From an optimization exercise on the open Yosys and OpenROAD flow, aimed at small area, a short achievable clock period and few clock cycles per item; shortcuts taken in it are not production practice. At most, simulation tests tie the RTL to the original design; equivalence was not proved. No activity file was given, so power comes from the tool's default toggle rates.

Setup of main:
==> module minha_fpu, before the edit <==
module minha_fpu
(
    input logic clock_100KHz,
    input logic reset,
    input logic start,
    input logic [31:0] op_A_in,
    input logic [31:0] op_B_in,
    output logic [3:0] status_out,
    output logic [31:0] data_out,
    output logic done
);
    logic        sA, sB;
    logic [9:0]  eA, eB;
    logic [20:0] fA, fB;
    assign sA = op_A_in[31];
    assign sB = op_B_in[31];
    assign eA = op_A_in[30:21];
    assign eB = op_B_in[30:21];
    assign fA = op_A_in[20:0];
    assign fB = op_B_in[20:0];
    logic zA, zB, mA, mB, nan_res;
    assign zA = (op_A_in == 32'h0);
    assign zB = (op_B_in == 32'h0);
    assign mA = &eA;
    assign mB = &eB;
    assign nan_res = (mA && fA != 21'h0) || (mB && fB != 21'h0) || (mA && mB && (sA != sB));
    logic [9:0] dAB, dBA, d;
    logic       geE, leE, geM, unused0;
    minha_fpu_add #(10) u_dab (.a(eA), .b(~eB), .cin(1'b1), .s(dAB), .cout(geE));
    minha_fpu_add #(10) u_dba (.a(eB), .b(~eA), .cin(1'b1), .s(dBA), .cout(leE));
    logic [30:0] cmp_s;
    minha_fpu_add #(31) u_cmp (.a(op_A_in[30:0]), .b(~op_B_in[30:0]), .cin(1'b1), .s(cmp_s), .cout(geM));
    logic        swap, sX;
    logic [9:0]  eX;
    logic [20:0] fY;
    assign swap = !geM;
    assign sX = swap ? sB : sA;
    assign fY = swap ? fA : fB;
    assign eX = geE ? eA : eB;
    assign d  = geE ? dAB : dBA;
    logic        spec, big, pass_d, kill, selB, sub;
    logic [20:0] fXp;
    logic [21:0] mY, mYp;
    logic [22:0] m;
    assign spec   = !zA && !zB && (mA || mB);
    assign big    = (d[9:5] != 5'd0) || (d[4:0] > 5'd22);
    assign pass_d = zA || zB || mA || mB || big;
    assign kill   = zA || zB || mA || mB || (d[9:5] != 5'd0);
    assign selB   = zA || (!zB && swap);
    assign fXp    = spec ? {20'h0, nan_res} : (selB ? fB : fA);
    assign mY     = {1'b1, fY} >> d[4:0];
    assign mYp    = kill ? 22'h0 : mY;
    assign sub    = sA ^ sB;
    minha_fpu_add #(23) u_add (.a({2'b01, fXp}), .b({1'b0, mYp} ^ {23{sub}}), .cin(sub), .s(m), .cout(unused0));
    logic [9:0] e_raw, e_d;
    logic       s_d;
    logic [1:0] ps_d;
    always_comb begin
        if (zA)        begin e_raw = eB;     s_d = sB;  ps_d = 2'd0; end
        else if (zB)   begin e_raw = eA;     s_d = sA;  ps_d = 2'd0; end
        else if (spec) begin e_raw = 10'h3FF; s_d = nan_res ? 1'b0 : (mA ? sA : sB); ps_d = nan_res ? 2'd3 : 2'd1; end
        else           begin e_raw = eX;     s_d = sX;  ps_d = 2'd2; end
    end
    assign e_d = e_raw + {8'd0, pass_d, 1'b1};
    logic        s_q, pass_q;
    logic [9:0]  e_q;
    logic [22:0] m_q;
    logic [1:0]  ps_q;
    always_ff @(posedge clock_100KHz) begin
        if (start) begin
            s_q    <= s_d;
            pass_q <= pass_d;
            e_q    <= e_d;
            m_q    <= m;
            ps_q   <= ps_d;
        end
    end
    always_ff @(posedge clock_100KHz or negedge reset) begin
        if (!reset) done <= 1'b0;
        else if (start) done <= 1'b1;
    end
    logic [4:0]  z;
    logic [22:0] n5;
    always_comb begin
        logic [31:0] v;
        logic [4:0]  zz [32];
        logic [31:0] nv;
        logic [4:0]  nz [32];
        v = {m_q, 9'h1FF};
        for (int i = 0; i < 32; i++) zz[i] = 5'd0;
        for (int w = 1; w < 32; w = w * 2) begin
            nv = '0;
            for (int i = 0; i < 32; i++) nz[i] = 5'd0;
            for (int j = 0; j < 32 / (2 * w); j++) begin
                nv[j] = v[2*j+1] | v[2*j];
                nz[j] = v[2*j+1] ? zz[2*j+1] : (zz[2*j] | 5'(w));
            end
            v = nv;
            for (int i = 0; i < 32; i++) zz[i] = nz[i];
        end
        z = pass_q ? 5'd3 : zz[0];
        n5 = m_q << z;
    end
    logic [9:0] en;
    logic       uf, unused1;
    minha_fpu_add #(10) u_en (.a(e_q), .b(~{5'd0, z}), .cin(1'b1), .s(en), .cout(unused1));
    assign uf = !pass_q && (m_q == 23'h0 || (e_q[9:5] == 5'd0 && e_q[4:0] == z));
    assign data_out = uf ? 32'h0 : {s_q, en, (pass_q ? m_q[20:19] : 2'b01), n5[21:3]};
    always_comb begin
        if (pass_q)  status_out = 4'b0001 << ps_q;
        else if (uf) status_out = 4'b0100;
        else         status_out = n5[2] ? 4'b1000 : 4'b0001;
    end
endmodule
clock: 11.0 ns
lec_check: 0
abc_area: 1
cap_margin: 20
core_margin: 2
core_utilization: 40
setup_slack_margin: 2
slew_margin: 20
standard.sh (not shown) runs the stock make flow with config.mk's settings and CLKGATE_MAP_FILE= SYNTH_SCRIPT=/design/flow/synth_recipe.tcl, a recipe that flattens the netlist after the stock synthesis.
==> flow/flow/run.sh <==
#!/bin/bash
# Standard ORFS layout (the standard.sh) with two changes:
# - the port buffers use sky130_fd_sc_hd__buf_1 instead of the cell buffer_ports
#   picks by default;
# - synthesis does not extract full/half adder cells (ADDER_MAP_FILE empty), so
#   ABC maps the prefix adders of the RTL itself.
set -euo pipefail
export BUFFER_PORTS_ARGS="-buffer_cell sky130_fd_sc_hd__buf_1"
export ADDER_MAP_FILE=
bash standard.sh > standard.log 2>&1
main finished end to end and its layout was clean on timing, DRC and antenna.
Modified inputs, the feature branch compared to main
-- flow/design.v --
<<< main, line 63
    logic        swap, sX;
    logic [9:0]  eX;
    logic [20:0] fY;
    assign swap = !geM;
    assign sX = swap ? sB : sA;
    assign fY = swap ? fA : fB;
    assign eX = geE ? eA : eB;
    assign d  = geE ? dAB : dBA;
    logic        spec, big, pass_d, kill, selB, sub;
    logic [20:0] fXp;
    logic [21:0] mY, mYp;
    logic [22:0] m;
    assign spec   = !zA && !zB && (mA || mB);
    assign big    = (d[9:5] != 5'd0) || (d[4:0] > 5'd22);
    assign pass_d = zA || zB || mA || mB || big;
    assign kill   = zA || zB || mA || mB || (d[9:5] != 5'd0);
    assign selB   = zA || (!zB && swap);
    assign fXp    = spec ? {20'h0, nan_res} : (selB ? fB : fA);
    assign mY     = {1'b1, fY} >> d[4:0];
    assign mYp    = kill ? 22'h0 : mY;
    assign sub    = sA ^ sB;
    minha_fpu_add #(23) u_add (.a({2'b01, fXp}), .b({1'b0, mYp} ^ {23{sub}}), .cin(sub), .s(m), .cout(unused0));
    logic [9:0] e_raw, e_d;
    logic       s_d;
    logic [1:0] ps_d;
    always_comb begin
        if (zA)        begin e_raw = eB;     s_d = sB;  ps_d = 2'd0; end
        else if (zB)   begin e_raw = eA;     s_d = sA;  ps_d = 2'd0; end
        else if (spec) begin e_raw = 10'h3FF; s_d = nan_res ? 1'b0 : (mA ? sA : sB); ps_d = nan_res ? 2'd3 : 2'd1; end
        else           begin e_raw = eX;     s_d = sX;  ps_d = 2'd2; end
    end
    assign e_d = e_raw + {8'd0, pass_d, 1'b1};
    logic        s_q, pass_q;
    logic [9:0]  e_q;
>>> the feature branch, line 63
    logic        swap, sX;
    logic [9:0]  eX;
    logic [20:0] fX, fY;
    assign swap = !geM;
    assign sX = swap ? sB : sA;
    assign fX = swap ? fB : fA;
    assign fY = swap ? fA : fB;
    assign eX = geE ? eA : eB;
    assign d  = geE ? dAB : dBA;
    logic        big, sub;
    logic [21:0] mY;
    logic [22:0] m;
    logic [9:0]  eX1;
    assign big = (d[9:5] != 5'd0) || (d[4:0] > 5'd22);
    assign mY  = {1'b1, fY} >> d[4:0];
    assign sub = sA ^ sB;
    minha_fpu_add #(23) u_add (.a({2'b01, fX}), .b({1'b0, mY} ^ {23{sub}}), .cin(sub), .s(m), .cout(unused0));
    assign eX1 = eX + 10'd1;
    logic        s_d, pass_d;
    logic [9:0]  e_d;
    logic [20:0] f_d;
    logic [1:0]  ps_d;
    always_comb begin
        pass_d = 1'b1;
        s_d = sX; e_d = eX; f_d = fX; ps_d = 2'd2;
        if (zA) begin
            s_d = sB; e_d = eB; f_d = fB; ps_d = 2'd0;
        end else if (zB) begin
            s_d = sA; e_d = eA; f_d = fA; ps_d = 2'd0;
        end else if (mA || mB) begin
            e_d = 10'h3FF;
            if (nan_res) begin
                s_d = 1'b0; f_d = 21'h1; ps_d = 2'd3;
            end else begin
                s_d = mA ? sA : sB; f_d = 21'h0; ps_d = 2'd1;
            end
        end else if (!big) begin
            pass_d = 1'b0; e_d = eX1;
        end
    end
    logic        s_q, pass_q;
    logic [9:0]  e_q;
<<< main, line 102
            pass_q <= pass_d;
            e_q    <= e_d;
            m_q    <= m;
            ps_q   <= ps_d;
        end
>>> the feature branch, line 110
            pass_q <= pass_d;
            e_q    <= e_d;
            m_q    <= pass_d ? {1'b0, f_d[18:0], 1'b0, f_d[20:19]} : m;
            ps_q   <= ps_d;
        end
<<< main, line 129
            for (int i = 0; i < 32; i++) zz[i] = nz[i];
        end
        z = pass_q ? 5'd3 : zz[0];
        n5 = m_q << z;
    end
>>> the feature branch, line 137
            for (int i = 0; i < 32; i++) zz[i] = nz[i];
        end
        z = pass_q ? 5'd0 : zz[0];
        n5 = m_q << z;
    end
<<< main, line 136
    minha_fpu_add #(10) u_en (.a(e_q), .b(~{5'd0, z}), .cin(1'b1), .s(en), .cout(unused1));
    assign uf = !pass_q && (m_q == 23'h0 || (e_q[9:5] == 5'd0 && e_q[4:0] == z));
    assign data_out = uf ? 32'h0 : {s_q, en, (pass_q ? m_q[20:19] : 2'b01), n5[21:3]};
    always_comb begin
        if (pass_q)  status_out = 4'b0001 << ps_q;
>>> the feature branch, line 144
    minha_fpu_add #(10) u_en (.a(e_q), .b(~{5'd0, z}), .cin(1'b1), .s(en), .cout(unused1));
    assign uf = !pass_q && (m_q == 23'h0 || (e_q[9:5] == 5'd0 && e_q[4:0] == z));
    assign data_out = uf ? 32'h0 : {s_q, en, (pass_q ? m_q[1:0] : 2'b01), n5[21:3]};
    always_comb begin
        if (pass_q)  status_out = 4'b0001 << ps_q;
Results
Die extent in x ends up lower on main.
The feature branch: worst setup slack is 1.03 ns higher than what main reported.
The feature branch went all the way through the flow, and no timing, DRC or antenna check failed.
The feature branch ended up with a higher count of non-filler cells in the finished layout than main did.
Going from main to the feature branch, detailed-routed wire length on met2 increased 220 um, die outline area increased 0.0015 sq mm, relative contribution of combinational cells to total power increased 2.3 points, non-clock buffer instance count of the final layout increased 5.
Testbench counts of the feature branch, summed over its fixed seeds: cycles 24,000, items 24,000.
For main, only the layout was checked, not whether the RTL still works.

[re-timing with driven ports]
In the flow no input, the clock included, has a driving cell. The finished layouts below were timed again as built, in two steps.
Step 1 assumes that a clkbuf_16 drives the clock port and a buf_2 every other input.
Step 2 also shifts input and output timing later by t, the mid clock arrival at the registers, as if the neighbouring blocks saw the same clock.
a / b / c = ideal ports / drivers / drivers and shift; a / b = the first two.
run	t, ns	setup slack, ns	worst data-port slew with drivers (ns)
main	0.311	3.005 / 3.009 / 2.698	0.04
the feature branch	0.315	4.035 / 3.999 / 3.887	0.05
After both steps setup and hold are still met in every run listed. For main, which loses most, drivers alone change the setup slack by +0.004 ns; drivers and shift together by -0.307 ns.
